What follows belongs to an exercise in optimizing a design on an open flow for small area, a short achievable clock period and few clock cycles per item; a production flow would make more cautious choices. Where RTL was checked, it was by simulation tests only, not by an equivalence proof against the original. Function not checked in run 10: the RTL went through the layout flow alone. Power and IR drop assume default switching activity.

### flow/flow/run.sh
#!/bin/bash
# The standard layout (standard.sh) with two changes:
#  - the port buffers are plain buf_1 cells;
#  - synthesis maps the logic with the ABC script in flow/abc.script instead of
#    ORFS's speed script. Everything else in synthesis (synth_recipe.tcl) is kept.
# Each tool's output goes to the ORFS logs; make's own output goes to standard.log.
set -euo pipefail
W=$(pwd)
export BUFFER_PORTS_ARGS="-buffer_cell sky130_fd_sc_hd__buf_1"
export SETUP_MOVE_SEQUENCE=sizeup,swap
export SKIP_GATE_CLONING=1
export SKIP_LAST_GASP=1
export MY_ABC_SCRIPT="$W/flow/abc.script"
{ sed -n 1p synth_recipe.tcl; cat flow/abc_override.tcl; sed -n '2,$p' synth_recipe.tcl; } > synth_own.tcl
sed "s#SYNTH_SCRIPT=[^ ]*#SYNTH_SCRIPT=$W/synth_own.tcl#" standard.sh > standard_own.sh
bash standard_own.sh > standard.log 2>&1
### flow/flow/abc.script
strash
&get -n
&dch -f
&nf -R 1000
&put
strash
&get -n
&dch -f
&nf -R 1000
&put
strash
&get -n
&dch -f
&nf -R 1000
&put
mfs3 -a
topo
stime -c
### flow/flow/abc_override.tcl
# Run ABC with the script in MY_ABC_SCRIPT in place of the one ORFS chose.
proc abc {args} {
  set i [lsearch -exact $args -script]
  if { $i >= 0 } {
    set args [lreplace $args [expr {$i + 1}] [expr {$i + 1}] $::env(MY_ABC_SCRIPT)]
  }
  yosys abc {*}$args
}
### flow/standard.sh
#!/bin/bash
# synth_recipe.tcl (not shown) runs the flow's synth.tcl, then flattens the netlist and writes it again
# the make line also repeats each setting of config.mk as NAME=value (left out here)
make -C /OpenROAD-flow-scripts/flow DESIGN_CONFIG=/design/flow/config.mk WORK_HOME=/design/flow/orfs CLKGATE_MAP_FILE= SYNTH_SCRIPT=/design/flow/synth_recipe.tcl "${@:-finish}"
### flow/config.mk
export PLATFORM = sky130hd
export DESIGN_NAME = mdc
export DESIGN_NICKNAME = mdc
export VERILOG_FILES = /design/flow/design.v
export SDC_FILE = /design/flow/constraint.sdc
export NUM_CORES = 4
export LEC_CHECK = 0
export CAP_MARGIN = 20
export CORE_MARGIN = 2
export CORE_UTILIZATION = 40
export CTS_BUF_LIST = sky130_fd_sc_hd__clkbuf_4
export SETUP_SLACK_MARGIN = 1.35
export SLEW_MARGIN = 20
export TNS_END_PERCENT = 0
### flow/constraint.sdc
create_clock -name core_clock -period 4.0 [get_ports {clk}]
set_input_delay 0.8000 -clock core_clock [delete_from_list [all_inputs] [get_ports {clk}]]
set_output_delay 0.8000 -clock core_clock [all_outputs]
set_load 0.01 [all_outputs]
### flow/design.v
module mdc (clk, rst_n, start, A, B, out, done);
input clk, rst_n, start;
input [7:0] A, B;
output [7:0] out;
output done;
reg       busy;
reg [6:0] ah, bh;    
reg [2:0] k;
function [2:0] ctz8;
    input [7:0] v;
    begin
        casez (v)
            8'b???????1: ctz8 = 3'd0;
            8'b??????10: ctz8 = 3'd1;
            8'b?????100: ctz8 = 3'd2;
            8'b????1000: ctz8 = 3'd3;
            8'b???10000: ctz8 = 3'd4;
            8'b??100000: ctz8 = 3'd5;
            8'b?1000000: ctz8 = 3'd6;
            default:     ctz8 = 3'd7;
        endcase
    end
endfunction
function [6:0] oddh8;
    input [7:0] v;
    begin
        casez (v)
            8'b???????1: oddh8 = v[7:1];
            8'b??????10: oddh8 = {1'b0, v[7:2]};
            8'b?????100: oddh8 = {2'b0, v[7:3]};
            8'b????1000: oddh8 = {3'b0, v[7:4]};
            8'b???10000: oddh8 = {4'b0, v[7:5]};
            8'b??100000: oddh8 = {5'b0, v[7:6]};
            8'b?1000000: oddh8 = {6'b0, v[7]};
            default:     oddh8 = 7'd0;
        endcase
    end
endfunction
wire [7:0] d  = {1'b0, ah} - {1'b0, bh};
wire       lt = d[7];
wire [6:0] m  = d[7:1] ^ {7{lt}};
reg  [6:0] vh;
always @* begin
    casez (ah ^ bh)
        7'b??????1: vh = m;
        7'b?????10: vh = {1'b0, m[6:1]};
        7'b????100: vh = {2'b0, m[6:2]};
        7'b???1000: vh = {3'b0, m[6:3]};
        7'b??10000: vh = {4'b0, m[6:4]};
        7'b?100000: vh = {5'b0, m[6:5]};
        default:    vh = {6'b0, m[6]};
    endcase
end
wire       fin = ~|((ah & ~bh) | (~ah & bh)) | ~|ah;
assign done = busy & fin;
assign out  = {ah, 1'b1} << k;
always @(posedge clk or negedge rst_n) begin
    if (!rst_n)
        busy <= 1'b0;
    else
        busy <= start | (busy & ~fin);
end
always @(posedge clk) begin
    if (start) begin
        bh <= oddh8(B);
        ah <= (oddh8(B) == 7'd0) ? 7'd0 : oddh8(A);
        k  <= ctz8(A | B);
    end else begin
        bh <= lt ? ah : bh;
        ah <= vh;
    end
end
endmodule
==> notes.md, run 1 <==
Detail Route Antenna Nets 0; Post-synth EDFFs 10; CTS tree built; Std-Cell Core Area 4000 µm²; Synth top area share 18.2%; grt total ovfl 0; port bufs 27; CTS Hold Bufs 0; Netlist cell types 43; worst-margin pin slew 672 ps; crit path time final 2570 ps; antenna cells 0; initial antenna violation count 0; FF-to-FF Start ah[4]; CP Launch Type register; num ports 28; std cell rows 23; DIE HEIGHT 68.3 µm; Die W 68.3 µm; Fmax achieved between 300 and 400 MHz; Mapped Cells 208; final routed DRC violation total 0; RSZ-0062 raised after global routing yes; P_int 854 µW; crit path launch k[0]; insertion delay to the later sink of the worst-skew pair 290 ps; M2 GR Usage about a third; clk sinks 18; Seq/Total Area, Yosys 28.2%; Syn Area/Cell 7.94 µm²; CTS clock-pin slew for the worst setup and hold paths 100 ps; HPWL after DPL 3.21 mm; H-tree Lvls 1; Area growth syn-to-layout 19.0%; final setup TNS 0 ps; CP required around 3200 ps; Post-Synth XOR/XNOR Area 5.83%; Combinational Power Share 73.7%; GR Util met3 between 1 and 1.5%; post-DR vias/cell 5.95; finished layout cell area 1970 µm²; Reg power frac about a fifth; Inst Count DP 287; type of the most critical hold path in -> async; switching pwr 841 µW; GR peak layer met2; first-pass GRT wire length 7.10 mm; clock network fraction of total power 5.2%; main combinational cell family by area after synthesis compound AO/OA/AOI/OAI gates; Vias 1730; GR Util All Layers 19.8%; Post-Layout Cell Count slightly below 300; crit path DAT 1770 ps; CP max FO 12; synthesized cell area 1650 µm²; commonest non-fill, non-tap cell in the layout buf_1; Placement Setup Slack 939 ps; Total Power around 1700 µW; simple-gate share of the synthesized area 23.9%; worst rel slew slack a little over half; max-cap violation count 0; sw frac 49.6%; cell taking the most area after synthesis edfxtp_1; top post-synthesis cells by area edfxtp_1, dfxtp_1, nand2_1; met1 Usage GRT 27.5%; share of layout cells above drive strength 1 11.2%; post-synthesis mux area share under 10%; asr flop ratio synth 5.56%; placed cell areas 1830 µm²; top_reg_cell synth edfxtp_1; critical path endpoint category primary output; WL per Instance 14.7 µm; CTS max path bufs 2; full die area 4660 µm²; outcome no timing/DRC/antenna violations; Final Skew 3.89 ps; vias in the first global route ~1500; Routed Wire Length 4.28 mm; commonest cells after routing, fill and taps aside buf_1, nand2_1, nor2_1; Final Max Tran Viols 0; adder-cell share of the synthesized area about 6.5%; CTS buffer count 3; Starting Density 41.3%; CTS Root Cell clkbuf_4; Yosys warnings 1; drt first pass iters 5; Synth Area in Compound Gates 29.3%; routability cong. a little under 0.9; Hold Fails Final Rpt 0; largest net degree at the start of global routing 16; final setup vio count 0; PnR worst setup slack 1430 ps; flops & latches, synth 18; post-synth net total 235; Worst VDD drop 0.264 mV; critical path type reg -> out; Layout Nets 269; P_leak 0.000670 µW; period utilization 64.2%; pwr dens approximately 860 nW/µm²; initial DRC count 138
## worst max-delay path, cell delays in order (launching register included)
cell	delay, ps
edfxtp_1	630
mux4_2	560
nand2_1	80
o21ai_0	90
buf_1	140
## through the flow
step | util, % | hold WS, ps
finish | 49.1 | 251
global route | 49.1 | 251
floorplan | - | 494
detailed placement | 45.9 | 513
global placement | 45.9 | 506
CTS | 48.0 | 247
## per-layer routing
metal | vias to the layer above | part of all wire [%]
met3 | 6 | 3.6
li1 | 876 | -
met4 | 0 | 1.9
met1 | 798 | 47
met5 | - | 0
met2 | 50 | 47
## area by class of cell
| type | instances | area, µm² |
|---|---|---|
| inverters | 13 | 51.3 |
| flip-flops and latches | 18 | 469 |
| repair buffers | 29 | 119 |
| clock inverters | 1 | 3.75 |
| fillers | 392 | 2030 |
| multi-input cells | 177 | 1240 |
| well taps | 50 | 62.6 |
| clock buffers | 3 | 22.5 |
## power groups by stage
stage / clock [µW] / sequential (µW) / combinational, µW
after global placement: 0 / 344 / 1110
after detailed placement: 0 / 345 / 1080
after CTS: 91.2 / 353 / 1150
after floorplan: 0 / 320 / 857
after global routing: 98.5 / 369 / 1380
final: 88.9 / 357 / 1250
## flip-flops by register name, indices dropped and copies added, names as in the netlist
signal,cells
busy,1
bh,7
k,3
ah,7
## synth_stat cells (7+ instances only)
master	n
dfxtp_1	7
ha_1	7
a31oi_1	7
nor3_1	9
nand2_1	24
edfxtp_1	10
xnor2_1	8
a222oi_1	7
nor2_1	23
a21oi_1	13
o21ai_0	13
clkinv_1	13
## what timing repair did
| action | 4_1_cts | 5_1_grt |
|---|---|---|
| endpoints found under the setup margin | 5 | 8 |
| resized for setup | 12 | 15 |
| pin swaps | 1 | 5 |
| setup buffers | 0 | 0 |
## worst paths after layout
path                          end  slack, ps  cells after the start
max reg2reg                 ah[0]       1480                      9
min                          busy        250                      1
max in group asynchronous    busy       3650                      1
min reg2reg                  busy        520                      2
max                        out[6]       1430                      4
min in group core_clock      busy        520                      2
## cell families (layout without fill, tap and decap cells)
| group | after synthesis | count (layout) |
|---|---|---|
| flip-flops | 18 | 18 |
| multiplexers | 4 | 4 |
| buffers and inverters | 13 | 46 |
| AO/OA/AOI/OAI | 71 | 71 |
| XOR/XNOR | 11 | 11 |
| AND/OR/NAND/NOR | 83 | 83 |
| adder cells (fa/ha/maj) | 8 | 8 |
Testbench counts, summed over its fixed seeds: cycles 9,100, items 2,400.
==> inputs of run 2 (changes only) <==
--- a/flow/config.mk
+++ b/flow/config.mk
@@ -11,3 +11,3 @@
 export CTS_BUF_LIST = sky130_fd_sc_hd__clkbuf_4
-export SETUP_SLACK_MARGIN = 1.35
+export SETUP_SLACK_MARGIN = 1.45
 export SLEW_MARGIN = 20
==> run 2 against run 1 <==
Against the previous run:
- total power increased by 4.3%
- clock skew is 0.88 ps higher
- fmax decreased by 1.9%
- clock power shrank 2%
- setup slack worse by 50 ps
- count of clock-buffer cells in the layout unchanged
- synthesized cell count unchanged
- die area stayed put
- cell area is 1.1% higher
- combinational power increased by 6%
- critical path depth is 2 higher
- largest power group unchanged
==> notes.md, run 2 <==
critical path endpoint category primary output; antenna cells 0; initial antenna violation count 0; critical path type reg -> out; share of layout cells above drive strength 1 between 10% and 20%; insertion delay to the later sink of the worst-skew pair 280 ps; Reg power frac 20.4%; CTS Root Cell clkbuf_4; synthesized cell area 1650 µm²; outcome no timing/DRC/antenna violations; Die W 68.3 µm; Final Skew 4.77 ps; Syn Area/Cell 7.94 µm²; full die area 4660 µm²; Fmax achieved 382 MHz; crit path DAT 1820 ps; Std-Cell Core Area ~4000 µm²; routability cong. around 0.87; main combinational cell family by area after synthesis compound AO/OA/AOI/OAI gates; worst rel slew slack 55.0%; period utilization 65.5%; grt total ovfl 0; worst-margin pin slew 669 ps; switching pwr 883 µW; num ports 28; CP required between 3000 and 4000 ps; Worst VDD drop roughly 0.27 mV; CTS tree built; Netlist cell types 43; Post-synth EDFFs 10; asr flop ratio synth 5.56%; CTS Hold Bufs 0; CTS buffer count 3; top_reg_cell synth edfxtp_1; commonest cells after routing, fill and taps aside buf_1, nand2_1, nor2_1; commonest non-fill, non-tap cell in the layout buf_1; adder-cell share of the synthesized area about 6.5%; tightest hold margin 255 ps; Final Max Tran Viols 0; GR Util All Layers 20.2%; CTS clock-pin slew for the worst setup and hold paths ~100 ps; Layout Nets 269; std cell rows 23; flops & latches, synth 18; Synth Area in Compound Gates between 20 and 30%; first-pass GRT wire length between 7 and 8 mm; H-tree Lvls 1; CTS max path bufs 2; pwr dens 889 nW/µm²; HPWL after DPL 3.21 mm; post-synthesis mux area share 3.33%; final setup TNS 0 ps; clk sinks 18; Starting Density 41.3%; drt first pass iters 5; crit path time final 2620 ps; largest net degree at the start of global routing 16; max-cap violation count 0; Mapped Cells around 210; Detail Route Antenna Nets 0; Vias 1705; cell taking the most area after synthesis edfxtp_1; Combinational Power Share 74.6%; Regs by FF count ah (7), bh (7), k (3); vias in the first global route 1491; CP max FO 7; WL per Instance 14.9 µm; most frequent cell after synthesis nand2_1; top post-synthesis cells by area edfxtp_1, dfxtp_1, nand2_1; RSZ-0062 raised after global routing yes; simple-gate share of the synthesized area 23.9%; PnR worst setup slack between 1000 and 1500 ps; initial DRC count approximately 170; P_int about 890 µW; Area growth syn-to-layout 20.4%; Synth top area share between 10% and 20%; Reg2Reg Depth 8; P_leak between 0.0006 and 0.0007 µW; final routed DRC violation total 0; Hold Fails Final Rpt 0; clock network fraction of total power 4.9%; final setup vio count 0; sw frac between 40% and 50%; Post-Synth XOR/XNOR Area 5.83%; port bufs 27; type of the most critical hold path in -> async; post-synth net total 235; Yosys warnings 1; Placement Setup Slack 939 ps; Seq/Total Area, Yosys 28.2%; CP Launch Type register; Routed Wire Length 4.33 mm; Post-synth top cells nand2_1, nor2_1, a21oi_1, clkinv_1, o21ai_0; DIE HEIGHT 68.3 µm; post-DR vias/cell 5.86
-- run 2: power groups by stage --
stage / Clock [µW] / Combinational [µW] / Sequential [µW]
2_1_floorplan: 0 / 857 / 320
3_3_place_gp: 0 / 1110 / 344
3_5_place_dp: 0 / 1080 / 345
4_1_cts: 91.1 / 1200 / 362
5_1_grt: 98.4 / 1440 / 373
6_report: 87.3 / 1320 / 362
-- run 2: final cells by class --
type | count | area (µm²)
clock buffers | 3 | 22.5
clock inverters | 1 | 3.75
fillers | 384 | 2010
inverters | 13 | 57.6
multi-input cells | 177 | 1250
flip-flops and latches | 18 | 472
well taps | 50 | 62.6
repair buffers | 29 | 119
-- run 2: repair_timing --
action | in CTS | in global routing
gates resized for setup | 24 | 6
pin swaps | 5 | 5
setup buffers | 0 | 0
setup endpoints to repair | 8 | 12
-- run 2: cells by family (layout without fill, tap and decap cells) --
logic type | after synthesis | in the layout
AND/OR/NAND/NOR | 83 | 83
multiplexers | 4 | 4
AO/OA/AOI/OAI | 71 | 71
adder cells (fa/ha/maj) | 8 | 8
XOR/XNOR | 11 | 11
buffers and inverters | 13 | 46
flip-flops | 18 | 18
-- run 2: final timing paths --
path | end | from | slack, ps
setup / recovery | done | bh[0] | 1380
hold / removal | busy | rst_n | 260
setup reg to reg | ah[1] | ah[4] | 1450
hold reg to reg | busy | busy | 530
max in group asynchronous | busy | rst_n | 3650
min in group core_clock | busy | busy | 530
-- run 2: critical path, cell delays in order, from the launching register on --
cell and delay [ps]:
edfxtp_1 430, ha_4 330, nand4_1 180, nand2b_4 200, o21ai_2 140, and2_0 130, buf_2 120
-- run 2: layer usage --
metal / routed length (µm) / part of all wire, % / vias to the layer above / track usage, %
met5: 0 / 0 / - / 0
met4: 44 / 1.0 / 0 / 6.25
met3: 151 / 3.5 / 4 / 1.15
met2: 2140 / 49 / 49 / 33.7
met1: 2000 / 46 / 777 / 27.7
li1: - / - / 875 / -
-- run 2: stage by stage --
stage	area [µm²]	instances	util, %	power (µW)
final	1990	291	49.7	1770
after floorplan	1660	208	-	1180
after global routing	1990	291	49.7	1910
after detailed placement	1830	287	45.9	1420
after global placement	1830	287	45.9	1450
after CTS	1960	291	49.0	1660
==> inputs of run 3 (changes only) <==
--- a/flow/flow/abc.script
+++ b/flow/flow/abc.script
@@ -15,3 +15,2 @@
 &put
-mfs3 -a
 topo
--- a/flow/config.mk
+++ b/flow/config.mk
@@ -11,3 +11,3 @@
 export CTS_BUF_LIST = sky130_fd_sc_hd__clkbuf_4
-export SETUP_SLACK_MARGIN = 1.45
+export SETUP_SLACK_MARGIN = 1.4
 export SLEW_MARGIN = 20
==> run 3 against run 2 <==
Against the previous run:
- still clean
- setup slack better by 34 ps
- synthesized area up 0.61%
- clock skew down 1.7 ps
- clock power up 6.8%
- non-clock buffer count unchanged
- synthesized cell count up 0.96%
- largest cell class unchanged
- largest power group unchanged
==> notes.md, run 3 <==
post-layout utilization of the core 49.0%; period utilization 64.6%; critical path endpoint category primary output; Yosys warnings 1; Post-Layout Cell Count 293; Post-Synth XOR/XNOR Area 5.80%; num ports 28; adder-cell share of the synthesized area 6.48%; routability cong. 0.959; Std-Cell Core Area approximately 4000 µm²; Synth top area share 18.1%; CP Launch Type register; asr flop ratio synth ~5.6%; Fillers 392; Starting Density 41.5%; post-synth net total 237; main combinational cell family by area after synthesis compound AO/OA/AOI/OAI gates; max-cap violation count 0; Inst Count DP a little under 300; type of the most critical hold path in -> async; Worst VDD drop 0.465 mV; Final Skew approximately 3 ps; Hold Fails Final Rpt 0; critical path type reg -> out; GR Util All Layers 20.2%; clk sinks 18; port bufs 27; Post-synth EDFFs 10; flops & latches, synth 18; Layout Nets 271; placed cell areas 1840 µm²; CTS max path bufs 2; top_reg_cell synth edfxtp_1; synthesized cell area 1660 µm²; Vias roughly 1800; Synth Area in Compound Gates between 20% and 30%; first-pass GRT wire length 7.13 mm; RSZ-0062 raised after global routing yes; crit path DAT 1790 ps; HPWL after DPL between 3 and 4 mm; Final Max Tran Viols 0; Routed Wire Length 4.38 mm; Regs by FF count ah (7), bh (7), k (3); CP max FO 6; share of layout cells above drive strength 1 9.88%; H-tree Lvls 1; post-DR vias/cell 5.99; full die area approximately 4700 µm²; CTS Root Cell clkbuf_4; std cell rows 23; Fmax achieved around 390 MHz; Die W 68.5 µm; cell taking the most area after synthesis edfxtp_1; vias in the first global route approximately 1500; Seq/Total Area, Yosys around 28%; antenna cells 0; WL per Instance 15.0 µm; worst rel slew slack approximately half; DIE HEIGHT between 60 and 70 µm; largest net degree at the start of global routing 24; final setup TNS 0 ps; grt total ovfl 0; Register Area 470 µm²; worst-margin pin slew 763 ps; Area growth syn-to-layout 17.8%; initial antenna violation count 0; commonest non-fill, non-tap cell in the layout buf_1; outcome no timing/DRC/antenna violations; insertion delay to the later sink of the worst-skew pair 290 ps; Post-synth top cells nand2_1, nor2_1, clkinv_1; pwr dens approximately 860 nW/µm²; drt first pass iters 5; Detail Route Antenna Nets 0; CTS tree built; final setup vio count 0; final routed DRC violation total 0; initial DRC count 118; CTS buffer count 3; crit path time final 2590 ps; finished layout cell area 1960 µm²; Multi-input gate area between 1000 and 1500 µm²; Syn Area/Cell 7.91 µm²; CP required 3200 ps; CTS clock-pin slew for the worst setup and hold paths approximately 110 ps; Netlist cell types 44; P_leak 0.000668 µW; commonest cells after routing, fill and taps aside buf_1, nor2_1, nand2_1; simple-gate share of the synthesized area around a quarter; Mapped Cells between 200 and 250; top post-synthesis cells by area edfxtp_1, dfxtp_1, nand2_1; post-synthesis mux area share under 10%
run 3: changes by cell type after synthesis, sizes merged:
cell | before | now
nand2b | 4 | 3
clkinv | 13 | 14
nor4b | 1 | 2
nor3b | 3 | 2
nor2 | 23 | 24
nand3b | 0 | 1
run 3: logic make-up after synthesis:
logic type,after synthesis
and+or+nand+nor,84
AOI/OAI and AO/OA,71
DFF,18
buffers and inverters,14
xor gates and xnor gates,11
adders and majority gates,8
muxes,4
run 3: final cells by class:
type                            count  share of cell area [%]
Timing Repair Buffer               29                    6.07
Inverter                           14                    2.81
Clock buffer                        3                    1.15
Sequential cell                    18                    24.0
Clock inverter                      1                   0.192
Multi-Input combinational cell    178                    62.6
Tap cell                           50                    3.19
run 3: power breakdown:
part           internal (µW)  switching (µW)
Clock                   36.2            57.0
Combinational            527             706
Sequential               279            79.2
Total                    842             843
run 3: what timing repair did:
action / 4_1_cts / 5_1_grt
buffers inserted: 0 / 0
hold buffers: 0 / 0
pin swaps: 2 / 6
gates resized for setup: 13 / 14
setup endpoints to repair: 6 / 10
hold endpoints to repair: 0 / 0
run 3: worst max-delay path: stages (launching register included):
cell and delay [ps]:
dfxtp_1 410, ha_4 350, nand4_1 170, inv_2 90, nand2_2 70, o21ai_2 160
and2_1 130, buf_2 120
run 3: layer usage:
metal | part of all wire, % | vias to the layer above | global-route usage (%)
met1 | 47 | 791 | 30.2
met3 | 5.5 | 2 | 1.48
met4 | 0.62 | 0 | 5.50
met5 | 0 | - | 0
met2 | 46 | 77 | 30.9
li1 | - | 886 | -
run 3: path summary, 6_finish.rpt:
path	start	end	slack, ps	cells past startpoint
setup / recovery	ah[3]	done	1410	7
hold / removal	rst_n	busy	250	1
setup reg to reg	ah[4]	ah[0]	1420	9
hold reg to reg	busy	busy	520	2
max in group asynchronous	rst_n	busy	3660	1
min in group core_clock	busy	busy	520	2
run 3: metrics by stage:
step	worst slack, ps	total power [µW]	hold WS (ps)
2_1_floorplan	1340	1180	494
3_3_place_gp	993	1450	502
4_1_cts	1320	1630	241
3_5_place_dp	1020	1440	511
5_1_grt	1300	1830	242
6_report	1410	1680	246
==> inputs of run 4 (changes only) <==
--- a/flow/flow/abc.script
+++ b/flow/flow/abc.script
@@ -1 +1,11 @@
+strash
+&get -n
+&dch -f
+&nf -R 1000
+&put
+strash
+&get -n
+&dch -f
+&nf -R 1000
+&put
 strash
==> run 4 against run 3 <==
Against the previous run:
- hold slack better by 4.9 ps
- critical path depth rose by 6
- sequential power about the same
- critical path type is now reg -> reg
- largest cell class unchanged
- highest routed layer unchanged
==> notes.md, run 4 <==
top post-synthesis cells by area edfxtp_1, dfxtp_1, a21oi_1; CP max FO 6; Layout Nets approximately 270; port bufs 27; H-tree Lvls 1; worst rel slew slack between 50% and 60%; final setup TNS 0 ps; Reg power frac a little under a fifth; Yosys warnings 1; Post-Layout Cell Count 295; full die area 4720 µm²; Regs by FF count ah (7), bh (7), k (3); synthesized cell area 1670 µm²; WL per Instance about 15 µm; Multi-input gate area around 1300 µm²; final routed DRC violation total 0; sw frac a little under 50%; Synth top area share between 15 and 20%; critical path endpoint category register; max-cap violation count 0; Starting Density 41.9%; post-layout utilization of the core 51.2%; Fillers 393; CP required 4160 ps; drt first pass iters 5; std cell rows 23; CTS Root Cell clkbuf_4; clk sinks 18; initial antenna violation count 0; GR Util All Layers 19.5%; asr flop ratio synth 5.56%; Register Area 468 µm²; RSZ-0062 raised after global routing yes; crit path DAT roughly 2800 ps; finished layout cell area around 2000 µm²; PnR worst setup slack around 1400 ps; share of layout cells above drive strength 1 14.7%; insertion delay to the later sink of the worst-skew pair 290 ps; CTS buffer count 3; most frequent cell after synthesis nor2_1; clock network fraction of total power 5.1%; commonest non-fill, non-tap cell in the layout buf_1; top_reg_cell synth edfxtp_1; num ports 28; Routed Wire Length 4.51 mm; crit path time final 2590 ps; Final Skew between 15 and 20 ps; Mapped Cells around 210; P_leak ~0.00070 µW; HPWL after DPL 3.36 mm; placed cell areas 1850 µm²; pwr dens 933 nW/µm²; FF-to-FF Start bh[0]; CTS tree built; Syn Area/Cell 7.86 µm²; post-DR vias/cell approximately 5.9; Placement Setup Slack 1090 ps; Hold Fails Final Rpt 0; first-pass GRT wire length 6.99 mm; Netlist cell types 45; DIE HEIGHT 68.7 µm; switching pwr 935 µW; outcome no timing/DRC/antenna violations; flops & latches, synth 18; cell taking the most area after synthesis edfxtp_1; Worst VDD drop 0.276 mV; grt total ovfl 0; P_int 976 µW; Detail Route Antenna Nets 0; CTS max path bufs 2; CP Launch Type register; Area growth syn-to-layout 22.3%; initial DRC count 126; post-synth net total 240; Die W 68.7 µm; largest net degree at the start of global routing 25; Final Max Tran Viols 0; CTS clock-pin slew for the worst setup and hold paths 110 ps; Inst Count DP roughly 290; type of the most critical hold path in -> async; Post-synth top cells nor2_1, nand2_1, a21oi_1; antenna cells 0; Vias 1753; Combinational Power Share 76.3%; Fmax achieved 385 MHz; Post-synth EDFFs 10; critical path type reg -> reg; commonest cells after routing, fill and taps aside buf_1, nor2_1, a21oi_1; routability cong. 0.839; vias in the first global route 1493; crit path launch bh[0]; Seq/Total Area, Yosys 27.8%; Post-CTS Setup Bufs 0; period utilization between 60 and 70%; Std-Cell Core Area 4000 µm²; final setup vio count 0; worst-margin pin slew 715 ps
-- run 4: cell count changes in the layout (fill, tap and decap cells not counted), moves of 3 or more --
cell,before,now
a211oi_1,3,0
o22ai_1,6,9
a222oi_1,7,3
and3_1,0,4
nand2_1,23,19
nand3_1,3,6
a21oi_1,13,20
nand4_1,3,0
-- run 4: what timing repair did --
action,4_1_cts,5_1_grt
hold endpoints to repair,0,0
endpoints found under the setup margin,5,11
pin swaps,2,16
gates resized for setup,12,27
hold buffers,0,0
-- run 4: cell families after synthesis --
logic type / count (synthesis) / synth area share (%)
AO/OA/AOI/OAI: 71 / 28.0
adder cells (fa/ha/maj): 8 / 6.43
AND/OR/NAND/NOR: 86 / 24.4
flip-flops: 18 / 27.8
multiplexers: 5 / 3.89
buffers and inverters: 15 / 3.36
XOR/XNOR: 10 / 6.05
-- run 4: path summary, 6_finish.rpt --
path                          to  slack (ps)  depth (start not counted)
setup / recovery           ah[1]        1410                         13
hold / removal              busy         250                          1
setup reg to reg           ah[1]        1410                         13
hold reg to reg             busy         490                          2
max in group asynchronous   busy        3650                          1
min in group core_clock     busy         490                          2
-- run 4: layout make-up --
cell class | count | share of cell area, %
clock buffer | 4 | 1.47
inverter | 15 | 2.75
multi-input combinational | 180 | 64.4
sequential | 18 | 22.9
tap | 50 | 3.06
timing repair buffer | 28 | 5.44
-- run 4: worst max-delay path, stage by stage, from the launching register on --
cell	delay, ps
edfxtp_1	410
ha_4	160
inv_2	40
fa_2	370
nand3_2	90
nand2_2	60
a21o_1	160
a21oi_2	170
xor2_2	260
xnor2_4	200
nor2_2	80
o2bb2ai_2	130
a211oi_2	230
o22ai_1	90
-- run 4: metal layers --
metal / track usage [%] / up-vias / routed length [µm]
li1: - / 885 / -
met1: 26.5 / 800 / 2100
met2: 32.9 / 66 / 2150
met3: 2.27 / 2 / 226
met4: 4.66 / 0 / 27
met5: 0 / - / 0
-- run 4: metrics by stage --
| stage | total power [µW] | hold slack, ps |
|---|---|---|
| CTS | 1650 | 256 |
| global route | 2040 | 245 |
| finish | 1910 | 251 |
| global placement | 1480 | 454 |
| detailed placement | 1450 | 479 |
| floorplan | 1200 | 439 |
-- run 4: power by group through the flow --
stage	Clock [µW]	Sequential [µW]	Combinational (µW)
2_1_floorplan	0	320	882
3_3_place_gp	0	344	1140
3_5_place_dp	0	345	1110
4_1_cts	98.4	345	1200
5_1_grt	105	365	1570
6_report	96.8	355	1460
==> inputs of run 5 (changes only) <==
==> flow/flow/abc.script (replaced) <==
strash
&get -n
&dch -f
&nf -R 1000
&put
strash
&get -n
&dch -f
&nf -R 1000
&put
strash
&get -n
&dch -f
&nf -R 1000
&put
mfs3 -a
topo
stime -c
==> run 5 against run 4 <==
Against the previous run:
- sequential power rose by 1%
- synthesized area fell by 1.3%
- core utilization fell by 1.9 points
- highest routed layer unchanged
==> notes.md, run 5 <==
outcome no timing/DRC/antenna violations; RSZ-0062 raised after global routing yes; Vias roughly 1700; Total Power 1720 µW; Worst VDD drop 0.272 mV; GR Util All Layers 19.9%; Netlist cell types 43; M2 GR Usage around 33%; num ports 28; critical path endpoint category primary output; final routed DRC violation total 0; Syn Area/Cell 7.94 µm²; Final Skew roughly 5 ps; Reg2Reg Depth 8; initial antenna violation count 0; cell count along the critical path 6; vias in the first global route 1468; CTS max path bufs 2; CP required 3200 ps; worst rel slew slack a little over half; GR peak layer met2; grt total ovfl 0; post-synth net total 235; CTS clock-pin slew for the worst setup and hold paths 100 ps; antenna cells 0; top post-synthesis cells by area edfxtp_1, dfxtp_1, nand2_1; DIE HEIGHT 68.3 µm; post-DR vias/cell 5.81; crit path max-delay cell type edfxtp_1; Post-synth EDFFs 10; GR Util met3 1.15%; max-cap violation count 0; Post-CTS Setup Bufs 0; Placement Setup Slack 939 ps; sum of buffers and inverters on the critical path 1; CTS tree built; std cell rows 23; Std-Cell Core Area 4000 µm²; full die area 4660 µm²; crit-path leading delay family simple AND/OR/NAND/NOR gates; insertion delay to the later sink of the worst-skew pair 280 ps; cell taking the most area after synthesis edfxtp_1; Die W between 60 and 70 µm; pwr dens 872 nW/µm²; Hold Fails Final Rpt 0; period utilization 64.0%; crit path DAT 1760 ps; share of layout cells above drive strength 1 between 10 and 15%; port bufs 27; final setup vio count 0; top_reg_cell synth edfxtp_1; commonest cells after routing, fill and taps aside buf_1, nand2_1, nor2_1; commonest non-fill, non-tap cell in the layout buf_1; Final Max Tran Viols 0; largest net degree at the start of global routing 16; P_leak 0.000674 µW; critical path type reg -> out; Yosys warnings 1; CP Launch Type register; PnR worst setup slack between 1000 and 1500 ps; asr flop ratio synth under 10%; Fmax achieved 391 MHz; WL per Instance 14.7 µm; most frequent cell after synthesis nand2_1; final setup TNS 0 ps; CTS Root Cell clkbuf_4; Starting Density between 40% and 50%; routability cong. 0.871; cell chain of the critical path ha_4 > nand4_1 > nand2b_4 > o21ai_2 > and2_0 > clkbuf_2; first-pass GRT wire length 7.14 mm; Synth top area share around 18%; Routed Wire Length 4.27 mm; Seq/Total Area, Yosys between 20% and 30%; met1 Usage GRT between 20% and 30%; Detail Route Antenna Nets 0; Area growth syn-to-layout 19.2%; CTS buffer count 3; HPWL after DPL between 3 and 4 mm; drt first pass iters 5; synthesized cell area 1650 µm²; crit path time final 2560 ps; Regs by FF count ah (7), bh (7), k (3); Post-synth top cells nand2_1, nor2_1, a21oi_1, clkinv_1, o21ai_0; flops & latches, synth 18; H-tree Lvls 1; initial DRC count ~140; worst-margin pin slew 676 ps; clk sinks 18; type of the most critical hold path in -> async; Mapped Cells 208; Max stage delay on crit path 440 ps; Layout Nets roughly 270; CP max FO 7
-- run 5: cell families after synthesis --
group | share of synthesized area (%)
DFF | 28.2
xor gates and xnor gates | 5.83
adders and majority gates | 6.51
buffers and inverters | 2.95
muxes | 3.33
and+or+nand+nor | 23.9
AOI/OAI and AO/OA | 29.3
-- run 5: final timing paths --
path	slack, ps	start	endpoint
worst min-delay path	260	rst_n	busy
max in group asynchronous	3650	rst_n	busy
worst min register to register	520	busy	busy
min in group core_clock	520	busy	busy
worst max-delay path	1440	bh[0]	done
worst max register to register	1460	ah[4]	ah[3]
-- run 5: layout make-up --
| type | instances | area, µm² |
|---|---|---|
| fillers | 388 | 2030 |
| clock buffers | 3 | 22.5 |
| repair buffers | 29 | 119 |
| well taps | 50 | 62.6 |
| clock inverters | 1 | 3.75 |
| flip-flops and latches | 18 | 469 |
| inverters | 13 | 52.6 |
| multi-input cells | 177 | 1240 |
-- run 5: worst reg2reg max path: cells and delay by family (launching register included) --
family                     cells  cell delay [ps]
DFF                            1              450
AOI/OAI and AO/OA              5             1110
adders and majority gates      1              380
xor gates and xnor gates       1              370
and+or+nand+nor                1              100
-- run 5: per-stage QoR --
stage	hold WS (ps)	instances	cell area, µm²	util [%]
final	255	291	1970	49.2
after global routing	251	291	1970	49.2
after CTS	247	291	1930	48.2
after detailed placement	513	287	1830	45.9
after global placement	506	287	1830	45.9
after floorplan	494	208	1660	-
-- run 5: power by group --
part           leakage [µW]  total (µW)  internal, µW  switching, µW
combinational      0.000488        1270           550            721
sequential         0.000171         359           278           80.6
clock             0.0000154        87.3          36.2           51.1
total              0.000674        1720           864            852
-- run 5: layer usage --
metal	share of wire [%]	wire (µm)
met5	0	0
met4	0.91	39
met3	3.0	126
met2	49	2110
met1	47	2000
-- run 5: repair_timing --
action,in CTS,in global routing
hold buffers,0,0
pin swaps,1,5
cloned,0,0
gates resized for setup,14,13
endpoints found under the setup margin,5,8
==> inputs of run 6 (changes only) <==
--- a/flow/flow/run.sh
+++ b/flow/flow/run.sh
@@ -9,3 +9,3 @@
 export BUFFER_PORTS_ARGS="-buffer_cell sky130_fd_sc_hd__buf_1"
-export SETUP_MOVE_SEQUENCE=sizeup,swap
+export SETUP_MOVE_SEQUENCE=sizeup
 export SKIP_GATE_CLONING=1
==> run 6 against run 5 <==
Against the previous run:
- still clean on timing, DRC and antenna
- fmax about the same
- first-iteration DRC count increased by 13%
- clock power up 0.5%
- hold slack about the same
- clock skew decreased by 1.4 ps
- synthesized cell count did not move
- synthesized area unchanged
- critical endpoint unchanged
- largest power group unchanged
==> notes.md, run 6 <==
Netlist cell types 43; pwr dens 879 nW/µm²; post-DR vias/cell 5.94; type of the most critical hold path in -> async; P_leak 0.000676 µW; worst rel slew slack 54.5%; cell chain of the critical path ha_4 > nand4_1 > nand2b_4 > o21ai_2 > and2_0 > buf_2; CP required 3200 ps; top post-synthesis cells by area edfxtp_1, dfxtp_1, nand2_1; post-synth net total between 200 and 250; synthesized cell area ~1700 µm²; CP Launch Type register; clk sinks 18; worst-margin pin slew roughly 680 ps; Worst VDD drop 0.268 mV; final setup vio count 0; P_int 874 µW; RSZ-0062 raised after global routing yes; HPWL after DPL 3.21 mm; Reg power frac 20.6%; antenna cells 0; max-cap violation count 0; CTS clock-pin slew for the worst setup and hold paths 100 ps; Yosys warnings 1; crit-path leading delay family simple AND/OR/NAND/NOR gates; final routed DRC violation total 0; CTS Hold Bufs 0; full die area about 4700 µm²; flops & latches, synth 18; Post-synth EDFFs 10; Final Skew 3.60 ps; port bufs 27; insertion delay to the later sink of the worst-skew pair ~280 ps; Fmax achieved 391 MHz; finished layout cell area 1980 µm²; crit path DAT around 1800 ps; grt total ovfl 0; outcome no timing/DRC/antenna violations; sw frac between 40% and 50%; CP max FO 7; CTS max path bufs 2; Hold Fails Final Rpt 0; placed cell areas between 1500 and 2000 µm²; period utilization roughly 64%; Final Max Tran Viols 0; Mapped Cells 208; WL per Instance 14.7 µm; commonest non-fill, non-tap cell in the layout buf_1; largest net degree at the start of global routing 16; Post-synth top cells nand2_1, nor2_1, a21oi_1, clkinv_1, o21ai_0; crit path time final 2560 ps; CTS buffer count 3; Detail Route Antenna Nets 0; cell taking the most area after synthesis edfxtp_1; first-pass GRT wire length 7.14 mm; switching pwr 862 µW; CTS Root Cell clkbuf_4; GR Util All Layers 19.9%; num ports 28; initial antenna violation count 0; asr flop ratio synth 5.56%; Combinational Power Share 74.4%; Area growth syn-to-layout 19.6%; DIE HEIGHT 68.3 µm; Synth top area share 18.2%; critical path endpoint category primary output; Max stage delay on crit path 430 ps; CTS tree built; std cell rows 23; Die W 68.3 µm; commonest cells after routing, fill and taps aside buf_1, nand2_1, nor2_1; Std-Cell Core Area 4000 µm²; Vias 1728; clock network fraction of total power 5.0%; Starting Density 41.3%; routability cong. around 0.87; Regs by FF count ah (7), bh (7), k (3); Layout Nets 269; vias in the first global route 1468; crit path max-delay cell type edfxtp_1; top_reg_cell synth edfxtp_1; Routed Wire Length 4.27 mm; H-tree Lvls 1; most frequent cell after synthesis nand2_1; Syn Area/Cell 7.94 µm²; Post-CTS Setup Bufs 0; initial DRC count approximately 160; final setup TNS 0 ps; critical path type reg -> out; share of layout cells above drive strength 1 11.6%; drt first pass iters 7; sum of buffers and inverters on the critical path 1; Seq/Total Area, Yosys 28.2%
[run 6: per-stage QoR]
| step | worst slack [ps] | power [µW] | utilization [%] | hold slack [ps] | cells |
|---|---|---|---|---|---|
| after floorplan | 1340 | 1180 | - | 494 | 208 |
| after CTS | 1360 | 1620 | 48.2 | 247 | 291 |
| after global routing | 1330 | 1880 | 49.4 | 251 | 291 |
| final | 1440 | 1740 | 49.4 | 256 | 291 |
| after detailed placement | 939 | 1420 | 45.9 | 513 | 287 |
| after global placement | 1020 | 1450 | 45.9 | 506 | 287 |
[run 6: power groups by stage]
stage | clock [µW] | sequential [µW] | combinational [µW]
6_report | 87.7 | 357 | 1290
3_5_place_dp | 0 | 345 | 1080
2_1_floorplan | 0 | 320 | 857
4_1_cts | 91.2 | 354 | 1170
5_1_grt | 98.5 | 370 | 1410
3_3_place_gp | 0 | 344 | 1110
[run 6: kinds of logic (layout without fill, tap and decap cells)]
family | count (synthesis) | after routing | synth area share, %
XOR/XNOR | 11 | 11 | 5.83
AO/OA/AOI/OAI | 71 | 71 | 29.3
adder cells (fa/ha/maj) | 8 | 8 | 6.51
buffers and inverters | 13 | 46 | 2.95
AND/OR/NAND/NOR | 83 | 83 | 23.9
multiplexers | 4 | 4 | 3.33
flip-flops | 18 | 18 | 28.2
[run 6: routing by layer]
metal	part of all wire, %	track usage (%)	vias to the layer above
li1	-	-	880
met1	46	27.5	785
met2	49	33.4	59
met3	4.0	1.15	4
met4	0.94	5.75	0
met5	0	0	-
[run 6: cell type report]
type,instances,area [µm²]
clock inverters,1,3.75
repair buffers,29,119
inverters,13,52.6
clock buffers,3,22.5
fillers,389,2020
well taps,50,62.6
multi-input cells,177,1250
flip-flops and latches,18,469
[run 6: repair_timing]
| action | in CTS | in global routing |
|---|---|---|
| gates resized for setup | 15 | 13 |
| endpoints found under the setup margin | 5 | 7 |
| endpoints found under the hold margin | 0 | 0 |
[run 6: final timing paths]
path	endpoint	from	slack, ps	depth (start not counted)
min in group core_clock	busy	busy	520	2
worst max register to register	ah[0]	bh[1]	1460	10
worst min-delay path	busy	rst_n	260	1
worst max-delay path	done	bh[0]	1440	6
worst min register to register	busy	busy	520	2
max in group asynchronous	busy	rst_n	3650	1
==> inputs of run 7 (changes only) <==
--- a/flow/flow/run.sh
+++ b/flow/flow/run.sh
@@ -9,3 +9,3 @@
 export BUFFER_PORTS_ARGS="-buffer_cell sky130_fd_sc_hd__buf_1"
-export SETUP_MOVE_SEQUENCE=sizeup
+export SETUP_MOVE_SEQUENCE=sizeup,swap
 export SKIP_GATE_CLONING=1
--- a/flow/config.mk
+++ b/flow/config.mk
@@ -8,2 +8,4 @@
 export CAP_MARGIN = 20
+export CELL_PAD_IN_SITES_DETAIL_PLACEMENT = 0
+export CELL_PAD_IN_SITES_GLOBAL_PLACEMENT = 0
 export CORE_MARGIN = 2
==> run 7 against run 6 <==
Against the previous run:
- still clean on timing, DRC and antenna
- synthesized cell count did not move
- sequential share of layout area grew 0.075 points
- combinational power about the same
- critical path type unchanged
==> notes.md, run 7 <==
Seq/Total Area, Yosys 28.2%; Fmax achieved around 390 MHz; Post-CTS Setup Bufs 0; Netlist cell types 43; num ports 28; crit path DAT 1760 ps; P_leak between 0.0006 and 0.0007 µW; Hold Fails Final Rpt 0; Yosys warnings 1; port bufs 27; final setup vio count 0; DIE HEIGHT 68.3 µm; largest net degree at the start of global routing 16; Routed Wire Length 4.27 mm; outcome no timing/DRC/antenna violations; initial antenna violation count 0; Multi-input gate area 1240 µm²; Area growth syn-to-layout 19.2%; synthesized cell area ~1700 µm²; full die area 4660 µm²; met3 wire len roughly 130 µm; clk sinks 18; flops & latches, synth 18; Final Max Tran Viols 0; crit path max-delay cell type edfxtp_1; WL per Instance roughly 15 µm; worst-margin pin slew between 600 and 700 ps; CP required 3200 ps; WL met1 2.00 mm; HPWL after DPL 3.21 mm; post-synth net total around 240; routability cong. 0.871; cell chain of the critical path ha_4 > nand4_1 > nand2b_4 > o21ai_2 > and2_0 > clkbuf_2; Layout Nets 269; insertion delay to the later sink of the worst-skew pair 280 ps; Max stage delay on crit path 440 ps; CTS max path bufs 2; Inst Count DP between 200 and 300; Final Skew slightly above 5 ps; top post-synthesis cells by area edfxtp_1, dfxtp_1, nand2_1; critical path endpoint category primary output; Register Area about 470 µm²; post-DR vias/cell 5.81; GR Util All Layers 19.9%; final setup TNS 0 ps; Regs by FF count ah (7), bh (7), k (3); Post-synth EDFFs 10; grt total ovfl 0; Vias 1690; commonest cells after routing, fill and taps aside buf_1, nand2_1, nor2_1; first-pass GRT wire length 7.14 mm; Total Power 1720 µW; Worst VDD drop 0.272 mV; cell taking the most area after synthesis edfxtp_1; crit path time final 2560 ps; most frequent cell after synthesis nand2_1; Mapped Cells roughly 210; Post-Layout Cell Count 291; tightest hold margin 255 ps; H-tree Lvls 1; max-cap violation count 0; Fillers just under 400; CTS Root Cell clkbuf_4; RSZ-0062 raised after global routing yes; worst rel slew slack 54.5%; Synth top area share ~18%; CTS buffer count 3; Detail Route Antenna Nets 0; std cell rows 23; final routed DRC violation total 0; CTS Hold Bufs 0; CP Launch Type register; Std-Cell Core Area 4000 µm²; pwr dens 872 nW/µm²; CP max FO 7; commonest non-fill, non-tap cell in the layout buf_1; antenna cells 0; Starting Density 41.3%; share of layout cells above drive strength 1 11.2%; type of the most critical hold path in -> async; period utilization 64.0%; vias in the first global route 1468; initial DRC count approximately 140; Die W 68.3 µm; Post-synth top cells nand2_1, nor2_1, a21oi_1, clkinv_1, o21ai_0; top_reg_cell synth edfxtp_1; Syn Area/Cell roughly 8 µm²; CTS tree built; met2 WL 2.11 mm; CTS clock-pin slew for the worst setup and hold paths 100 ps; uppermost layer routed met4; critical path type reg -> out; asr flop ratio synth 5.56%; drt first pass iters 5
## run 7: report_power, final
group	internal, µW	total, µW	switching [µW]
Clock	36.2	87.3	51.1
Sequential	278	359	80.6
Combinational	550	1270	721
Total	864	1720	852
## run 7: worst max-delay path, delay by kind of cell, from the launching register on
kind / cells / cell delay (ps)
AO/OA/AOI/OAI: 1 / 120
adder cells (fa/ha/maj): 1 / 330
buffers and inverters: 1 / 130
flip-flops: 1 / 440
AND/OR/NAND/NOR: 3 / 470
## run 7: final cells by class
class / instances / share of cell area [%]
Sequential cell: 18 / 23.8
Tap cell: 50 / 3.18
Clock inverter: 1 / 0.191
Clock buffer: 3 / 1.14
Timing Repair Buffer: 29 / 6.04
Multi-Input combinational cell: 177 / 63.0
Inverter: 13 / 2.67
## run 7: cell families (layout without fill, tap and decap cells)
group                      Yosys count  after routing  synth area share, %
AOI/OAI and AO/OA                   71             71                 29.3
xor gates and xnor gates            11             11                 5.83
adders and majority gates            8              8                 6.51
buffers and inverters               13             46                 2.95
DFF                                 18             18                 28.2
muxes                                4              4                 3.33
and+or+nand+nor                     83             83                 23.9
## run 7: repair_timing
| item | in CTS | in global routing |
|---|---|---|
| cloned | 0 | 0 |
| setup endpoints to repair | 5 | 8 |
| gates resized for setup | 14 | 13 |
| pin swaps | 1 | 5 |
## run 7: metrics by stage
step / setup slack [ps] / area (µm²) / utilization [%]
floorplan: 1340 / 1660 / -
global placement: 1020 / 1830 / 45.9
detailed placement: 939 / 1830 / 45.9
CTS: 1330 / 1930 / 48.2
global route: 1300 / 1970 / 49.2
finish: 1440 / 1970 / 49.2
## run 7: worst paths after layout
kind,start,to,slack [ps],cells after the start
max in group asynchronous,rst_n,busy,3650,1
hold / removal,rst_n,busy,260,1
hold reg to reg,busy,busy,520,2
setup reg to reg,ah[4],ah[3],1460,8
min in group core_clock,busy,busy,520,2
setup / recovery,bh[0],done,1440,6
## run 7: layer usage
metal  track usage [%]  vias to the layer above
li1                  -                      881
met1              27.5                      764
met2              33.4                       41
met3              1.15                        4
met4              5.75                        0
met5                 0                        -
==> inputs of run 8 (changes only) <==
--- a/flow/config.mk
+++ b/flow/config.mk
@@ -9,3 +9,3 @@
 export CELL_PAD_IN_SITES_DETAIL_PLACEMENT = 0
-export CELL_PAD_IN_SITES_GLOBAL_PLACEMENT = 0
+export CELL_PAD_IN_SITES_GLOBAL_PLACEMENT = 1
 export CORE_MARGIN = 2
@@ -13,2 +13,3 @@
 export CTS_BUF_LIST = sky130_fd_sc_hd__clkbuf_4
+export PLACE_DENSITY = 0.7
 export SETUP_SLACK_MARGIN = 1.4
==> run 8 against run 7 <==
Against the previous run:
- still clean
- critical path depth grew 4
- wire length is 12% higher
- clock power grew 24%
- cell area rose by 1.0%
- sequential share of layout area about the same
- critical path type is now reg -> reg
- largest cell class unchanged
==> notes.md, run 8 <==
largest net degree at the start of global routing 18; HPWL after DPL about 3.6 mm; crit path time final around 2600 ps; outcome no timing/DRC/antenna violations; met1 Usage GRT 28.3%; CTS Root Cell clkbuf_4; Routed Wire Length 4.77 mm; Post-Synth XOR/XNOR Area 5.83%; Post-synth top cells nand2_1, nor2_1, a21oi_1, clkinv_1, o21ai_0; asr flop ratio synth 5.56%; Detail Route Antenna Nets 0; Seq/Total Area, Yosys 28.2%; port bufs 27; CP Launch Type register; drt first pass iters 4; P_leak approximately 0.0007 µW; CTS max path bufs 2; Regs by FF count ah (7), bh (7), k (3); finished layout cell area 1990 µm²; Placement Setup Slack 962 ps; final routed DRC violation total 0; PnR worst setup slack 1400 ps; Synth Area in Compound Gates about 30%; post-synthesis mux area share 3.33%; RSZ-0062 raised after global routing yes; Layout Nets 269; main combinational cell family by area after synthesis compound AO/OA/AOI/OAI gates; grt total ovfl 0; DIE HEIGHT 68.3 µm; CTS buffer count 3; Final Max Tran Viols 0; adder-cell share of the synthesized area 6.52%; Synth top area share 18.2%; clk sinks 18; M2 GR Usage 37.1%; final setup TNS 0 ps; Hold Fails Final Rpt 0; Std-Cell Core Area 4000 µm²; post-synth net total 235; Starting Density 41.3%; GR Util met3 3.95%; crit path max-delay cell type ha_1; CP max FO 7; Netlist cell types 43; crit path DAT 2800 ps; Fmax achieved 385 MHz; placed cell areas 1830 µm²; GR peak layer met2; num ports 28; GR Util All Layers 21.8%; cell chain of the critical path clkinv_1 > ha_1 > a21o_1 > a31oi_2 > o21ai_4 > xnor2_1 > o32ai_1 > a221o_1 > a211oi_2 > o22ai_1; routability cong. 0.848; WL per Instance 16.4 µm; H-tree Lvls 1; top_reg_cell synth edfxtp_1; std cell rows 23; Vias approximately 1700; Syn Area/Cell 7.94 µm²; CTS tree built; share of layout cells above drive strength 1 12.9%; Die W 68.3 µm; sum of buffers and inverters on the critical path 1; Yosys warnings 1; Worst VDD drop 0.371 mV; Final Skew 2.25 ps; commonest cells after routing, fill and taps aside nand2_1, buf_1, nor2_1; pwr dens 893 nW/µm²; CTS clock-pin slew for the worst setup and hold paths 110 ps; vias in the first global route 1512; CP required 4200 ps; top post-synthesis cells by area edfxtp_1, dfxtp_1, nand2_1; Post-CTS Setup Bufs 0; Total Power around 1800 µW; worst rel slew slack 48.8%; Area growth syn-to-layout 20.5%; Max stage delay on crit path 410 ps; initial DRC count 120; full die area 4660 µm²; final setup vio count 0; cell taking the most area after synthesis edfxtp_1; antenna cells 0; synthesized cell area 1650 µm²; initial antenna violation count 0; simple-gate share of the synthesized area 23.9%; critical path type reg -> reg; crit-path leading delay family compound AO/OA/AOI/OAI gates; Mapped Cells around 210; insertion delay to the later sink of the worst-skew pair about 300 ps; Fillers about 400; worst-margin pin slew 762 ps; period utilization 64.9%; type of the most critical hold path in -> async; flops & latches, synth 18; tightest hold margin 241 ps; Post-synth EDFFs 10; first-pass GRT wire length 7.47 mm; most frequent cell after synthesis nand2_1; max-cap violation count 0; critical path endpoint category register; post-DR vias/cell roughly 6
==> run 8: worst paths after layout <==
path	start	end	slack (ps)	cells past startpoint
worst max register to register	bh[4]	ah[0]	1400	10
min in group core_clock	busy	busy	550	2
worst min-delay path	rst_n	busy	240	1
worst max-delay path	bh[4]	ah[0]	1400	10
worst min register to register	busy	busy	550	2
max in group asynchronous	rst_n	busy	3650	1
==> run 8: metrics by stage <==
step,instances,utilization [%]
after floorplan,208,-
after global placement,287,45.9
after detailed placement,287,45.9
after CTS,291,48.5
after global routing,291,49.7
final,291,49.7
==> run 8: cell families after synthesis <==
| group | after synthesis |
|---|---|
| multiplexers | 4 |
| adder cells (fa/ha/maj) | 8 |
| flip-flops | 18 |
| AO/OA/AOI/OAI | 71 |
| XOR/XNOR | 11 |
| AND/OR/NAND/NOR | 83 |
| buffers and inverters | 13 |
==> run 8: cell type report <==
cell class / count / area (µm²) / share of cell area, %
Inverter: 13 / 51.3 / 2.58
Tap cell: 50 / 62.6 / 3.14
Multi-Input combinational cell: 177 / 1250 / 62.9
Timing Repair Buffer: 29 / 120 / 6.04
Sequential cell: 18 / 474 / 23.8
Clock buffer: 4 / 30.0 / 1.51
==> run 8: layer usage <==
metal	vias to the layer above	wire, µm
li1	877	-
met3	4	210
met5	-	0
met4	0	42
met1	815	2140
met2	51	2380
==> run 8: what timing repair did <==
| item | 4_1_cts | 5_1_grt |
|---|---|---|
| endpoints found under the setup margin | 5 | 9 |
| hold buffers | 0 | 0 |
| pin swaps | 1 | 6 |
| resized for setup | 16 | 20 |
==> run 8: where the power goes <==
| part | leakage [µW] | internal [µW] | switching [µW] |
|---|---|---|---|
| clock network | 0.0000184 | 45.8 | 61.8 |
| logic | 0.000493 | 570 | 734 |
| registers | 0.000172 | 282 | 82.9 |
| total | 0.000684 | 898 | 879 |
==> inputs of run 9 (changes only) <==
--- a/flow/flow/run.sh
+++ b/flow/flow/run.sh
@@ -1,7 +1,7 @@
 #!/bin/bash
-# The standard layout (standard.sh) with two changes:
+# The standard layout (standard.sh), with these changes:
+#  - synthesis maps the logic with the area-oriented ABC script in
+#    flow/abc.script instead of ORFS's speed script (flow/abc_override.tcl
+#    swaps the script; everything else in synth_recipe.tcl is kept);
 #  - the port buffers are plain buf_1 cells;
-#  - synthesis maps the logic with the ABC script in flow/abc.script instead of
-#    ORFS's speed script. Everything else in synthesis (synth_recipe.tcl) is kept.
-# Each tool's output goes to the ORFS logs; make's own output goes to standard.log.
 set -euo pipefail
--- a/flow/config.mk
+++ b/flow/config.mk
@@ -8,4 +8,2 @@
 export CAP_MARGIN = 20
-export CELL_PAD_IN_SITES_DETAIL_PLACEMENT = 0
-export CELL_PAD_IN_SITES_GLOBAL_PLACEMENT = 1
 export CORE_MARGIN = 2
@@ -13,3 +11,2 @@
 export CTS_BUF_LIST = sky130_fd_sc_hd__clkbuf_4
-export PLACE_DENSITY = 0.7
 export SETUP_SLACK_MARGIN = 1.4
==> run 9 against run 8 <==
Against the previous run:
- die area is the same
- synthesized cell count unchanged
- clock power fell by 19%
- synthesized area unchanged
- cell area shrank 1.0%
- critical path depth decreased by 4
- global-route usage down 1.9 points
- setup slack improved by 39 ps
- largest power group unchanged
==> notes.md, run 9 <==
pwr dens 872 nW/µm²; Inst Count DP approximately 290; Total Power about 1700 µW; full die area 4660 µm²; commonest non-fill, non-tap cell in the layout buf_1; Worst R2R End ah[3]; worst-margin pin slew 676 ps; Post-Layout Cell Count 291; CP max FO 7; crit path time final 2560 ps; CTS clock-pin slew for the worst setup and hold paths 100 ps; WL per Instance about 15 µm; outcome no timing/DRC/antenna violations; antenna cells 0; CTS buffer count 3; worst rel slew slack 54.5%; Worst VDD drop 0.272 mV; Fmax achieved between 300 and 400 MHz; final setup TNS 0 ps; CTS Hold Bufs 0; initial DRC count 137; Syn Area/Cell 7.94 µm²; max-cap violation count 0; post-DR vias/cell slightly below 6; cell taking the most area after synthesis edfxtp_1; Routed Wire Length ~4.3 mm; initial antenna violation count 0; clk sinks 18; port bufs 27; crit path DAT 1760 ps; final routed DRC violation total 0; critical path type reg -> out; CTS Root Cell clkbuf_4; CTS tree built; Fillers slightly below 400; largest net degree at the start of global routing 16; critical path endpoint category primary output; vias in the first global route 1468; Regs by FF count ah (7), bh (7), k (3); post-synth net total 235; num ports 28; Register Area 469 µm²; most frequent cell after synthesis nand2_1; Starting Density 41.3%; Mapped Cells ~210; final setup vio count 0; first-pass GRT wire length ~7.1 mm; Synth top area share roughly 18%; synthesized cell area 1650 µm²; type of the most critical hold path in -> async; DIE HEIGHT just under 70 µm; std cell rows 23; routability cong. 0.871; top_reg_cell synth edfxtp_1; Seq/Total Area, Yosys 28.2%; CP Launch Type register; H-tree Lvls 1; Final Max Tran Viols 0; Vias 1690; Die W 68.3 µm; top post-synthesis cells by area edfxtp_1, dfxtp_1, nand2_1; commonest cells after routing, fill and taps aside buf_1, nand2_1, nor2_1; Hold Fails Final Rpt 0; Yosys warnings 1; Netlist cell types 43; Reg2Reg Depth 8; flop-to-flop setup slack 1460 ps; Layout Nets 269; Multi-input gate area ~1200 µm²; Std-Cell Core Area 4000 µm²; tightest hold margin 255 ps; CTS max path bufs 2; share of layout cells above drive strength 1 between 10% and 20%; flops & latches, synth 18; FF-to-FF Start ah[4]; Post-synth EDFFs 10; period utilization 64.0%; Post-CTS Setup Bufs 0; asr flop ratio synth approximately 5.6%; grt total ovfl 0; P_leak about 0.00067 µW; HPWL after DPL 3.21 mm; Area growth syn-to-layout 19.2%; insertion delay to the later sink of the worst-skew pair around 280 ps; Final Skew 5.05 ps; RSZ-0062 raised after global routing yes; drt first pass iters 5; Post-synth top cells nand2_1, nor2_1, a21oi_1, clkinv_1, o21ai_0; CP required 3200 ps; GR Util All Layers 19.9%; Detail Route Antenna Nets 0
-- run 9: cell counts after synthesis --
Identical to the previous run, type by type.
-- run 9: cells by family (layout without fill, tap and decap cells) --
group	Yosys count	after routing	synth area share (%)
xor gates and xnor gates	11	11	5.83
buffers and inverters	13	46	2.95
AOI/OAI and AO/OA	71	71	29.3
DFF	18	18	28.2
and+or+nand+nor	83	83	23.9
adders and majority gates	8	8	6.51
muxes	4	4	3.33
-- run 9: power by group --
part | leakage, µW | internal [µW] | total, µW | switching (µW)
registers | 0.000171 | 278 | 359 | 80.6
logic | 0.000488 | 550 | 1270 | 721
clock network | 0.0000154 | 36.2 | 87.3 | 51.1
-- run 9: worst max-delay path by stage --
stage	from	endpoint	slack [ps]	depth (start not counted)
detailed placement	B[0]	ah[1]	940	9
floorplan	B[1]	ah[1]	1340	7
global route	ah[0]	ah[3]	1300	13
finish	bh[0]	done	1440	6
CTS	ah[0]	done	1330	7
global placement	B[0]	ah[1]	1020	9
-- run 9: routing by layer --
layer,track usage [%],vias to the layer above,share of wire [%],routed length [µm]
met3,1.15,4,3.0,126
met5,0,-,0,0
met2,33.4,41,49,2110
li1,-,881,-,-
met4,5.75,0,0.91,39
met1,27.5,764,47,2000
-- run 9: worst max-delay path, stage by stage (launching register included) --
cell	delay [ps]
edfxtp_1	440
ha_4	330
nand4_1	150
nand2b_4	190
o21ai_2	120
and2_0	130
clkbuf_2	130
-- run 9: final cells by class --
type / count / share of cell area [%]
Clock buffer: 3 / 1.14
Timing Repair Buffer: 29 / 6.04
Sequential cell: 18 / 23.8
Multi-Input combinational cell: 177 / 63.0
Inverter: 13 / 2.67
Tap cell: 50 / 3.18
Clock inverter: 1 / 0.191
-- run 9: timing repair --
item / 4_1_cts / 5_1_grt
cloned: 0 / 0
setup endpoints to repair: 5 / 8
pin swaps: 1 / 5
resized for setup: 14 / 13
-- run 9: metrics by stage --
step,utilization (%),setup WS [ps],cell area (µm²)
global placement,45.9,1020,1830
finish,49.2,1440,1970
global route,49.2,1300,1970
floorplan,-,1340,1660
CTS,48.2,1330,1930
detailed placement,45.9,939,1830
==> inputs of run 10 (changes only) <==
--- a/flow/design.v
+++ b/flow/design.v
@@ -40,15 +40,15 @@
 wire       lt = d[7];
-wire [6:0] m  = d[7:1] ^ {7{lt}};
-reg  [6:0] vh;
+reg  [6:0] sh, mk;    
 always @* begin
     casez (ah ^ bh)
-        7'b??????1: vh = m;
-        7'b?????10: vh = {1'b0, m[6:1]};
-        7'b????100: vh = {2'b0, m[6:2]};
-        7'b???1000: vh = {3'b0, m[6:3]};
-        7'b??10000: vh = {4'b0, m[6:4]};
-        7'b?100000: vh = {5'b0, m[6:5]};
-        default:    vh = {6'b0, m[6]};
+        7'b??????1: begin sh = d[7:1];               mk = 7'h7f; end
+        7'b?????10: begin sh = {1'b0, d[7:2]};       mk = 7'h3f; end
+        7'b????100: begin sh = {2'b0, d[7:3]};       mk = 7'h1f; end
+        7'b???1000: begin sh = {3'b0, d[7:4]};       mk = 7'h0f; end
+        7'b??10000: begin sh = {4'b0, d[7:5]};       mk = 7'h07; end
+        7'b?100000: begin sh = {5'b0, d[7:6]};       mk = 7'h03; end
+        default:    begin sh = {6'b0, d[7]};         mk = 7'h01; end
     endcase
 end
+wire [6:0] vh = sh ^ (mk & {7{lt}});
 wire       fin = ~|((ah & ~bh) | (~ah & bh)) | ~|ah;
--- a/flow/flow/run.sh
+++ b/flow/flow/run.sh
@@ -1,7 +1,7 @@
 #!/bin/bash
-# The standard layout (standard.sh), with these changes:
-#  - synthesis maps the logic with the area-oriented ABC script in
-#    flow/abc.script instead of ORFS's speed script (flow/abc_override.tcl
-#    swaps the script; everything else in synth_recipe.tcl is kept);
+# The standard layout (standard.sh) with two changes:
 #  - the port buffers are plain buf_1 cells;
+#  - synthesis maps the logic with the ABC script in flow/abc.script instead of
+#    ORFS's speed script. Everything else in synthesis (synth_recipe.tcl) is kept.
+# Each tool's output goes to the ORFS logs; make's own output goes to standard.log.
 set -euo pipefail
==> run 10 against run 9 <==
Against the previous run:
- hold slack got worse by 15 ps
- total power up 1.4%
- setup slack worse by 62 ps
- critical path depth stayed put
- highest routed layer unchanged
- sequential cell count unchanged
- critical path type unchanged
- final cell count is 6.2% higher
- largest cell class unchanged
- sequential power about the same
- still clean on timing, DRC and antenna
==> notes.md, run 10 <==
critical path type reg -> out; finished layout cell area 2030 µm²; period utilization 65.5%; critical path endpoint category primary output; HPWL after DPL 3.43 mm; crit path DAT around 1800 ps; CTS Hold Bufs 0; Post-synth top cells a21oi_1, nand2_1, nor2_1; Post-CTS Setup Bufs 0; Largest register FFs 7; Mapped Cells about 230; crit path time final 2620 ps; Synth Area in Compound Gates 29.4%; Routed Wire Length 4.49 mm; insertion delay to the later sink of the worst-skew pair 300 ps; Die W 69.4 µm; final setup TNS 0 ps; Netlist cell types 43; outcome no timing/DRC/antenna violations; CTS buffer count 3; CTS clock-pin slew for the worst setup and hold paths 110 ps; synthesized cell area 1710 µm²; initial antenna violation count 0; largest net degree at the start of global routing 29; Starting Density 42.2%; std cell rows 23; pwr dens 856 nW/µm²; share of layout cells above drive strength 1 11.2%; CP required roughly 3200 ps; top_reg_cell synth edfxtp_1; Post-Synth XOR/XNOR Area 4.10%; routability cong. a little under 0.9; Post-synth EDFFs 10; WL per Instance 14.5 µm; clk sinks 18; adder-cell share of the synthesized area 6.29%; num ports 28; drt first pass iters 4; most frequent cell after synthesis a21oi_1; post-synth net total 254; Worst VDD drop 0.319 mV; Layout Nets 287; Final Max Tran Viols 0; Fmax achieved 382 MHz; Synth top area share 17.6%; FF-to-FF Start ah[0]; Vias 1841; final setup vio count 0; crit path launch bh[0]; grt total ovfl 0; max-cap violation count 0; cell taking the most area after synthesis edfxtp_1; Area growth syn-to-layout 18.9%; placed cell areas approximately 1900 µm²; crit path max-delay cell type edfxtp_1; Seq/Total Area, Yosys 27.2%; Yosys warnings 1; Std-Cell Core Area 4060 µm²; simple-gate share of the synthesized area between 20% and 30%; first-pass GRT wire length between 7 and 8 mm; CTS max path bufs 2; flops & latches, synth 18; type of the most critical hold path in -> async; RSZ-0062 raised after global routing yes; final routed DRC violation total 0; Regs by FF count bh (7), ah (6), k (3); Hold Fails Final Rpt 0; Final Skew 0.671 ps; port bufs 27; vias in the first global route 1562; most flop-heavy register bh; Syn Area/Cell 7.53 µm²; post-DR vias/cell 5.96; H-tree Lvls 1; DIE HEIGHT 69.4 µm; initial DRC count 124; full die area 4810 µm²; tightest hold margin between 200 and 250 ps; CP Launch Type register; worst-margin pin slew 491 ps; top post-synthesis cells by area edfxtp_1, dfxtp_1, a21oi_1; Detail Route Antenna Nets 0; worst rel slew slack 66.8%; CP max FO 10; P_leak 0.000728 µW; GR Util All Layers 18.5%; Max stage delay on crit path 440 ps; commonest non-fill, non-tap cell in the layout buf_1; CTS tree built; antenna cells 0; asr flop ratio synth 5.56%; post-synthesis mux area share 1.83%; Total Power 1740 µW; commonest cells after routing, fill and taps aside buf_1, nand2_1, nor2_1; CTS Root Cell clkbuf_4; main combinational cell family by area after synthesis compound AO/OA/AOI/OAI gates; cell chain of the critical path ha_4 > nand4_1 > nor2_2 > a21oi_2 > nor2b_1 > buf_2
## run 10: changes by cell type in the layout (fill, tap and decap cells not counted), moves of 3 or more
cell	previous run	this run
a31oi_1	6	3
and3_1	0	3
o31ai_1	0	3
a21oi_1	13	21
a21oi_2	0	3
a21o_1	2	7
nand3_1	3	10
## run 10: final cells by class
class                           count  area [µm²]
Tap cell                           50        62.6
Clock inverter                      1        3.75
Timing Repair Buffer               28         111
Clock buffer                        3        22.5
Sequential cell                    18         470
Fill cell                         408        2020
Inverter                           13        51.3
Multi-Input combinational cell    196        1310
## run 10: worst max-delay path: cells and delay by family, from the launching register on
kind	cells	cell delay, ps
AND/OR/NAND/NOR	3	520
flip-flops	1	440
adder cells (fa/ha/maj)	1	350
buffers and inverters	1	130
AO/OA/AOI/OAI	1	90
## run 10: repair_timing
action / CTS / global route
setup endpoints to repair: 13 / 15
pin swaps: 8 / 7
gates resized for setup: 21 / 13
## run 10: logic make-up after synthesis
family / after synthesis
multiplexers: 3
XOR/XNOR: 8
AO/OA/AOI/OAI: 78
flip-flops: 18
adder cells (fa/ha/maj): 8
buffers and inverters: 13
AND/OR/NAND/NOR: 99
## run 10: final timing paths
path | endpoint | slack (ps) | cells after the start
worst min-delay path | busy | 240 | 1
min in group core_clock | busy | 490 | 1
worst max register to register | ah[3] | 1420 | 12
worst max-delay path | done | 1380 | 6
max in group asynchronous | busy | 3660 | 1
worst min register to register | busy | 490 | 1
## run 10: routing by layer
layer | share of wire, % | GRT usage, % | wire length, µm
met5 | 0 | 0 | 0
met2 | 47 | 29.9 | 2120
met1 | 46 | 26.8 | 2050
met3 | 6.0 | 2.03 | 270
met4 | 1.1 | 3.27 | 49
## run 10: through the flow
step                      setup WS, ps  util, %  std cells
after floorplan                   1500        -        227
after global placement             985     46.5        305
after detailed placement           947     46.5        305
after CTS                         1330     49.4        309
after global routing              1250     50.1        309
final                             1380     50.1        309
## run 10: where the power goes
| part | switching (µW) | internal (µW) |
|---|---|---|
| registers | 84.0 | 278 |
| clock network | 60.5 | 36.3 |
| logic | 738 | 543 |
| total | 883 | 857 |

[afterwards: timing with drivers on the ports]
The results above use ideal ports. As a check the final layouts listed here were re-extracted and re-timed, cells and wires unchanged. Step 1: set_driving_cell puts a clkbuf_16 on clk and a buf_2 on each other input, an assumption about the parent block. Step 2 adds t to the input delays and takes it off the output delays; t is the mean of the earliest and latest rising clock arrival at the registers after step 1. Input paths then give back, and output paths get back, about the clock's delay inside the block. a / b / c = no drivers / after step 1 / after step 2; a / b = the first two.
run	t (ns)	setup WS [ns]	worst hold slack (ns)	worst slew at a driven data input, ns	cell pins on the clock port's net
run 1	0.308	1.431 / 1.407 / 1.246	0.251 / 0.251 / 0.525	0.03	1
run 2	0.300	1.381 / 1.360 / 1.257	0.255 / 0.258 / 0.525	0.03	1
run 3	0.309	1.415 / 1.393 / 1.238	0.246 / 0.246 / 0.523	0.03	1
run 4	0.302	1.406 / 1.400 / 1.202	0.251 / 0.252 / 0.494	0.03	1
run 5	0.303	1.441 / 1.417 / 1.260	0.255 / 0.255 / 0.525	0.03	1
run 6	0.304	1.441 / 1.416 / 1.246	0.256 / 0.255 / 0.525	0.03	1
run 7	0.303	1.441 / 1.417 / 1.260	0.255 / 0.255 / 0.525	0.03	1
run 8	0.329	1.402 / 1.381 / 1.210	0.241 / 0.239 / 0.547	0.03	1
run 9	0.303	1.441 / 1.417 / 1.260	0.255 / 0.255 / 0.525	0.03	1
run 10	0.316	1.379 / 1.358 / 1.200	0.240 / 0.242 / 0.490	0.03	1
After both steps setup and hold are still met in every run listed. For run 4, which loses most, drivers alone change the setup slack by -0.006 ns; drivers and shift together by -0.204 ns.
